What follows belongs to an exercise in optimizing a design on an open flow for small area, a short achievable clock period and few clock cycles; a production flow would make more cautious choices. RTL that was checked went through simulation tests only; none was proved equivalent to the original.

Setup of rev 12:
==> flow/design.v (excerpt) <==
module JAM (
input CLK,
input RST,
output [2:0] W,
output [2:0] J,
input [6:0] Cost,
output [3:0] MatchCount,
output [9:0] MinCost,
output Valid );
Size in the first run: roughly 4200 cells after synthesis, roughly 30 I/O pins, about 39000 sq um of cells after synthesis.
clock: 5.0 ns
lec_check: 0
cap_margin: 20
core_margin: 2
core_utilization: 40
slew_margin: 20
run.sh (not shown) runs the stock make flow with config.mk's settings and CLKGATE_MAP_FILE= SYNTH_SCRIPT=/design/flow/synth_recipe.tcl, a recipe that flattens the netlist after the stock synthesis.
Testbench counts of rev 12, summed over its fixed seeds: cycles 2,070.
The following lists how rev 13 was set up differently from rev 12:
--- a/flow/design.v
+++ b/flow/design.v
@@ -82,34 +82,35 @@
     integer k;
     begin
         above[0] = 1'b0;
         for (k = 1; k < 8; k = k + 1) above[k] = above[k-1] | oh[k-1];
     end
 endfunction
 wire [7:0] Lc   = {L[6:0], L[7]};
 wire [7:0] Lp   = {L[0], L[7:1]};
 wire [7:0] Lpp  = {L[1:0], L[7:2]};
 wire [7:0] Lppp = {L[2:0], L[7:3]};
-reg [6:0] rmc, rmch, rmp, cmc, Rpp, Rppp;
+reg [6:0] rmc, rmch, rmp, rmpp, cmc, Rpp, Rppp;
 reg [2:0] jpp, jppp, wc, wch, wp;
 always @(*) begin
-    rmc = 7'd0; rmch = 7'd0; rmp = 7'd0; cmc = 7'd0; Rpp = 7'd0; Rppp = 7'd0;
+    rmc = 7'd0; rmch = 7'd0; rmp = 7'd0; rmpp = 7'd0; cmc = 7'd0; Rpp = 7'd0; Rppp = 7'd0;
     jpp = 3'd0; jppp = 3'd0; wc = 3'd0; wch = 3'd0; wp = 3'd0;
     for (i = 0; i < 8; i = i + 1) begin
         rmc  = rmc  | (rm[i] & {7{L[i]}});
         rmch = rmch | (rm[i] & {7{Lc[i]}});
         rmp  = rmp  | (rm[i] & {7{Lp[i]}});
+        rmpp = rmpp | (rm[i] & {7{Lpp[i]}});
         cmc  = cmc  | (cm[i] & {7{jo[i]}});
-        if (i < 6) Rpp  = Rpp  | (R[i]  & {7{Lpp[i]}});   
-        if (i < 5) Rppp = Rppp | (R[i]  & {7{Lppp[i]}});
-        if (i < 5) jppp = jppp | (js[i] & {3{Lppp[i]}});
-        if (i < 6) jpp  = jpp  | (js[i] & {3{Lpp[i]}});
+        Rpp  = Rpp  | (R[i]  & {7{Lpp[i]}});
+        Rppp = Rppp | (R[i]  & {7{Lppp[i]}});
+        jppp = jppp | (js[i] & {3{Lppp[i]}});
+        jpp  = jpp  | (js[i] & {3{Lpp[i]}});
         wc   = wc   | (row[i] & {3{L[i]}});
         wch  = wch  | (row[i] & {3{Lc[i]}});
         wp   = wp   | (row[i] & {3{Lp[i]}});
     end
 end
 wire [7:0] Lcc = {L[5:0], L[7:6]};
 reg  [7:0] zr_cc, zr_pp, zr_ppp, zr_0, zr_1;          
 always @(*) begin
     for (i = 0; i < 8; i = i + 1) begin
         zr_cc[i]  = |(zc[i] & Lcc);
@@ -180,43 +181,31 @@
 wire       f0s = |m0s;
 wire       fs  = f0s | (|m1s);
 wire [7:0] ohs = f0s ? lowbit(m0s) : lowbit(m1s);
 wire [7:0] fpa = ~(used & ~bp);
 wire [7:0] apa = ap;
 wire [7:0] m0p = php ? 8'd0 : (zr_p & fpa & apa);
 wire [7:0] m1p = ~zr_p & fpa & (php ? apa : 8'hff) & {8{alp}};
 wire       f0p = |m0p;
 wire       fp  = (f0p | (|m1p)) & ~L[0];
 wire [7:0] ohp = f0p ? lowbit(m0p) : lowbit(m1p);
-wire [7:0] ohc0 = lowbit(m0c);
-wire [7:0] ohc1 = lowbit(m1c);
-wire [7:0] ohs0 = lowbit(m0s);
-wire [7:0] ohs1 = lowbit(m1s);
-wire [7:0] ohp0 = lowbit(m0p);
-wire [7:0] ohp1 = lowbit(m1p);
-reg  [6:0] cmc0, cmc1, cms0, cms1, cmp0, cmp1;
+reg  [6:0] cmch, cmsb, cmpa;
 always @(*) begin
-    cmc0 = 7'd0; cmc1 = 7'd0; cms0 = 7'd0; cms1 = 7'd0; cmp0 = 7'd0; cmp1 = 7'd0;
+    cmch = 7'd0; cmsb = 7'd0; cmpa = 7'd0;
     for (i = 0; i < 8; i = i + 1) begin
-        cmc0 = cmc0 | (cm[i] & {7{ohc0[i]}});
-        cmc1 = cmc1 | (cm[i] & {7{ohc1[i]}});
-        cms0 = cms0 | (cm[i] & {7{ohs0[i]}});
-        cms1 = cms1 | (cm[i] & {7{ohs1[i]}});
-        cmp0 = cmp0 | (cm[i] & {7{ohp0[i]}});
-        cmp1 = cmp1 | (cm[i] & {7{ohp1[i]}});
+        cmch = cmch | (cm[i] & {7{ohc[i]}});
+        cmsb = cmsb | (cm[i] & {7{ohs[i]}});
+        cmpa = cmpa | (cm[i] & {7{ohp[i]}});
     end
 end
-wire [6:0] cmsb = f0s ? cms0 : cms1;
-wire [6:0] cmpa = f0p ? cmp0 : cmp1;
-wire [6:0]  cmch  = f0c ? cmc0 : cmc1;
-wire [12:0] slrx  = fadd(sl, {5'd0, rmch}, 1'b0);
-wire [12:0] Tchx  = fadd(slrx[11:0], {5'd0, cmch}, 1'b0);    
+wire [12:0] ocx   = fadd({5'd0, rmch}, {5'd0, cmch}, 1'b0);
+wire [12:0] Tchx  = fadd(sl, ocx[11:0], 1'b0);        
 wire [12:0] hcx   = fadd(G, {5'd0, rmc}, 1'b0);
 wire [12:0] hpx   = fadd(Gq, {5'd0, rmp}, 1'b0);
 wire [12:0] Tsbx  = fadd(hcx[11:0], {5'd0, cmsb}, 1'b0);
 wire [12:0] Tpax  = fadd(hpx[11:0], {5'd0, cmpa}, 1'b0);
 wire [12:0] gppx  = fadd(Gq, {5'd0, Rpp}, 1'b0);     
 wire [12:0] gpppx = fadd(gppx[11:0], {5'd0, Rppp}, 1'b0);
 wire [12:0] rnx   = fadd(G, ~sl, 1'b1);
 wire [11:0] rnew  = rnx[11:0];                        
 wire [11:0] g0    = {2'b00, best} - {2'b00, base};
 wire [2:0] Wnc = !dfs ? pa[5:3] : (fs ? wc : wp);
--- outcome ---
In rev 13 the implementation ran to completion but is not tape-out ready, as the final checks report setup timing.
Sort rev 12 and rev 13 by instance count after placement with tap cells included asc -> top: rev 13
Going from rev 12 to rev 13, clock-buffer cell count has decreased; ratio of final minimum period to clock period saw an increase; post-synthesis share of cell area spent on full adders, half adders and majority gates did not really move; mean area per synthesized cell +0.083 sq um.
For rev 13, the launching element of the worst setup path was zr_ch[2], unlike rev 12, where it was Cost[4].
The final cell area excluding filler cells was comparable across rev 12 and rev 13.
Going from rev 12 to rev 13, cell row count saw a decrease, height of the die decreased by 1.7 um relative to the old numbers, initial core utilization increased 0.16 points, die area has decreased, routed wire length -1500 um.
Looking at met3 wirelength from detailed routing, rev 13 sits above rev 12.
For rev 13, only the layout was checked, not whether the RTL still works.

========
lane 1:
JAM, a different RTL version from the one above (not shown whole).
Size: about 540 flip-flops.
Design JAM, start of the top module:
module JAM (
input CLK,
input RST,
output [2:0] W,
output [2:0] J,
input [6:0] Cost,
output [3:0] MatchCount,
output [9:0] MinCost,
output Valid );
==> flow/config.mk <==
export PLATFORM = sky130hd
export DESIGN_NAME = JAM
export DESIGN_NICKNAME = JAM
export VERILOG_FILES = /design/flow/design.v
export SDC_FILE = /design/flow/constraint.sdc
export NUM_CORES = 4
export LEC_CHECK = 0
export CAP_MARGIN = 20
export CORE_MARGIN = 2
export CORE_UTILIZATION = 40
export SLEW_MARGIN = 20
==> flow/constraint.sdc <==
create_clock -name core_clock -period 5.0 [get_ports {CLK}]
set_input_delay 1.0000 -clock core_clock [delete_from_list [all_inputs] [get_ports {CLK}]]
set_output_delay 1.0000 -clock core_clock [all_outputs]
set_load 0.01 [all_outputs]
For lane 2, these inputs were changed with respect to lane 1:
diff --git a/flow/design.v b/flow/design.v
--- a/flow/design.v
+++ b/flow/design.v
@@ -25,24 +25,22 @@
 reg  [7:0] wsr;          
 reg        sw;           
 reg  [3:0] zkr [0:7];    
 reg  [6:0] R  [0:7];     
 reg  [2:0] js [0:7];     
 reg  [7:0] used;         
 reg  [7:0] L;            
 reg  [7:0] jo;           
 reg  [7:0] zr_c, zr_ch, zr_p;    
 reg  [7:0] bp;           
 reg        phc;          
-reg  [7:0] ac;           
-reg  [7:0] ap;           
 reg        ev;           
 reg        st;           
 reg        fix;          
 reg [11:0] G;            
 reg [11:0] Gq;           
 reg [11:0] T;            
 reg  [9:0] best;
 reg  [3:0] cnt;
 assign MinCost = best;
 assign MatchCount = cnt;
 assign Valid = done;
@@ -196,30 +194,30 @@
 wire [9:0]  v   = vx[9:0];                            
 wire        leaf = L[7];
 wire        lfe = ev & leaf;
 wire        imp = lfe & lt;                           
 wire [7:0] fch = ~used & ~jo;
 wire [7:0] m0c = zr_ch & fch;
 wire [7:0] m1c = ~zr_ch & fch;
 wire       f0c = |m0c;
 wire       f1c = |m1c;
 wire [7:0] ohc = f0c ? lowbit(m0c) : lowbit(m1c);
 wire       desc = ev & ~leaf & le & (f0c | (lt & f1c));
-wire [7:0] acu = ac;
+wire [7:0] acu = after(jo);
 wire [7:0] m0s = phc ? 8'd0 : (zr_c & ~used & acu);
 wire [7:0] m1s = ~zr_c & ~used & (phc ? acu : 8'hff) & {8{slt}};
 wire       f0s = |m0s;
 wire       fs  = f0s | (|m1s);
 wire [7:0] ohs = f0s ? lowbit(m0s) : lowbit(m1s);
 wire [7:0] fpa = ~(used & ~bp);
-wire [7:0] apa = ap;
+wire [7:0] apa = above(bp);
 wire [7:0] m0p = php ? 8'd0 : (zr_p & fpa & apa);
 wire [7:0] m1p = ~zr_p & fpa & (php ? apa : 8'hff) & {8{alp}};
 wire       f0p = |m0p;
 wire       fp  = (f0p | (|m1p)) & ~L[0];
 wire [7:0] ohp = f0p ? lowbit(m0p) : lowbit(m1p);
 reg  [6:0] cmch, cmsb, cmpa;
 always @(*) begin
     cmch = 7'd0; cmsb = 7'd0; cmpa = 7'd0;
     for (i = 0; i < 8; i = i + 1) begin
         cmch = cmch | (cm[i] & {7{ohc[i]}});
         cmsb = cmsb | (cm[i] & {7{ohs[i]}});
@@ -281,73 +279,69 @@
             for (i = 0; i < 8; i = i + 1) if (Lp[i]) js[i] <= enc(ohp);
         end
     end
 end
 always @(posedge CLK or posedge RST) begin
     if (RST) begin
         dfs <= 1'b0; done <= 1'b0; srt <= 1'b0; first <= 1'b1; p <= 7'd0;
         addp <= 1'b0; addc <= 1'b0; base <= 10'd0; sk <= 8'd1; sk0 <= 1'b0; sw <= 1'b0; wsr <= 8'd0;
         L <= 8'd1; used <= 8'd0; jo <= 8'd0;
         ev <= 1'b0; st <= 1'b0; fix <= 1'b0;
         G <= 12'd0; Gq <= 12'd0; T <= 12'd0;
-        zr_c <= 8'd0; zr_ch <= 8'd0; zr_p <= 8'd0; bp <= 8'd0; phc <= 1'b0; ac <= 8'd0; ap <= 8'd0;
+        zr_c <= 8'd0; zr_ch <= 8'd0; zr_p <= 8'd0; bp <= 8'd0; phc <= 1'b0;
         best <= 10'h3ff; cnt <= 4'd0;
     end else begin
     if (addp | addc) base <= base + {3'd0, addp ? mn : cm[7]};
     if (red) begin
         addp <= rdrow & lastpos;
         addc <= (wq == 4'd7) & ~first;
         first <= 1'b0;
         p <= pa;
         if (p == 7'd71) begin srt <= 1'b1; sk0 <= 1'b1; end
     end else if (srt) begin
         addp <= 1'b0; addc <= 1'b0;
         sk0 <= 1'b0;
         sw <= ~sw & ~sk0;
         wsr <= lowbit(cand);
         if (sw) sk <= {sk[6:0], sk[7]};
         if (sw && sk[6]) begin
             srt <= 1'b0; dfs <= 1'b1; st <= 1'b1;
             G <= g0;
             zr_c <= zr_0; zr_ch <= zr_1;
-            jo <= 8'd0; phc <= 1'b0; ac <= 8'hff;
+            jo <= 8'd0; phc <= 1'b0;
         end
     end else if (dfs && fix) begin
         fix <= 1'b0;
         Gq <= Gq - G;
     end else if (dfs) begin
         st <= 1'b0;
         fix <= imp;
         if (lfe) begin
             if (lt) begin best <= v; cnt <= 4'd1; end
             else if (le) cnt <= cnt + 4'd1;
         end
         if (desc) begin
             used <= used | jo;
             L <= Lc; jo <= ohc; ev <= 1'b1; bp <= jo; phc <= ~f0c;
-            ac <= after(ohc); ap <= ac;
             zr_p <= zr_c; zr_c <= zr_ch; zr_ch <= zr_cc;
             G <= sl; Gq <= G; T <= Tchx[11:0];
         end else if (imp) begin
             ev <= 1'b0; G <= sl;
         end else if (fs) begin
             jo <= ohs; ev <= 1'b1; T <= Tsbx[11:0]; phc <= ~f0s;
-            ac <= after(ohs);
         end else if (fp) begin
             used <= used & ~bp;
             L <= Lp; jo <= ohp; ev <= 1'b1; bp <= bpp; phc <= ~f0p;
-            ac <= after(ohp); ap <= after(bpp);
             G <= Gq; Gq <= gppx[11:0]; T <= Tpax[11:0];
             zr_c <= zr_p; zr_ch <= zr_c; zr_p <= zr_pp;
         end else if (L[0] | L[1]) begin
             done <= 1'b1; dfs <= 1'b0;
         end else begin
             used <= used & ~bp & ~bpp;
             L <= Lpp; jo <= bpp; ev <= 1'b0; bp <= bppp; phc <= ~|(zr_pp & bpp);
-            ac <= after(bpp); ap <= after(bppp);
             G <= gppx[11:0]; Gq <= gpppx[11:0];
             zr_c <= zr_pp; zr_ch <= zr_p; zr_p <= zr_ppp;
         end
     end
     end
 end
 endmodule
--- outcome ---
Compared with lane 1, in lane 2 total wirelength of the detailed-routed design now sits lower, first-pass GRT wire length now sits lower, total routing resource utilization after global routing now sits lower, worst path setup slack after routing now sits lower.
Comparing lane 1 and lane 2, the higher die outline height was measured on lane 1.
met2 track utilization from global routing sits higher in lane 2 than in lane 1.
Having completed the whole flow, lane 2 delivered a layout that passed the timing, design-rule and antenna checks.
Testbench counts of lane 2, summed over its fixed seeds: cycles 2,472.
For lane 1, only the layout was checked, not whether the RTL still works.

## re-timing with driven ports
In the flow no input, the clock included, has a driving cell. The finished layouts below were timed again as built, in two steps.
Step 1 (the two cells are an assumption about what drives the block):
set clk [get_ports {CLK}]
set_driving_cell -lib_cell sky130_fd_sc_hd__clkbuf_16 $clk
set_driving_cell -lib_cell sky130_fd_sc_hd__buf_2 [delete_from_list [all_inputs] $clk]
Step 2 moves the port delays by t, midway between the first and last clock arrival at a register: inputs arrive t later, outputs are due t later. That takes back most of the time a late clock gives input paths.
Three values: ideal, step 1, step 2; two values: the first two.
run | t (ns) | slack for setup (ns) | worst hold slack (ns) | latest minus earliest clock arrival (ns) | slew at the worst register clock pin (ns)
rev 12 | 0.715 | 0.111 / 0.060 / -0.433 | 0.322 / 0.322 / 0.322 | 0.036 / 0.036 | 0.07 / 0.07
rev 13 | 0.702 | -0.160 / -0.160 / -0.160 | 0.322 / 0.322 / 0.322 | 0.032 / 0.033 | 0.07 / 0.07
lane 1 | 0.696 | 0.068 / 0.040 / -0.157 | 0.319 / 0.319 / 0.319 | 0.041 / 0.042 | 0.07 / 0.07
lane 2 | 0.728 | 0.052 / -0.019 / -0.174 | 0.323 / 0.323 / 0.323 | 0.023 / 0.022 | 0.07 / 0.07
With both steps, setup timing fails in rev 12, lane 1 and lane 2, where it was met with ideal ports. The setup slack of rev 12, which loses most, moves by -0.051 ns with the drivers and by -0.544 ns with both steps.
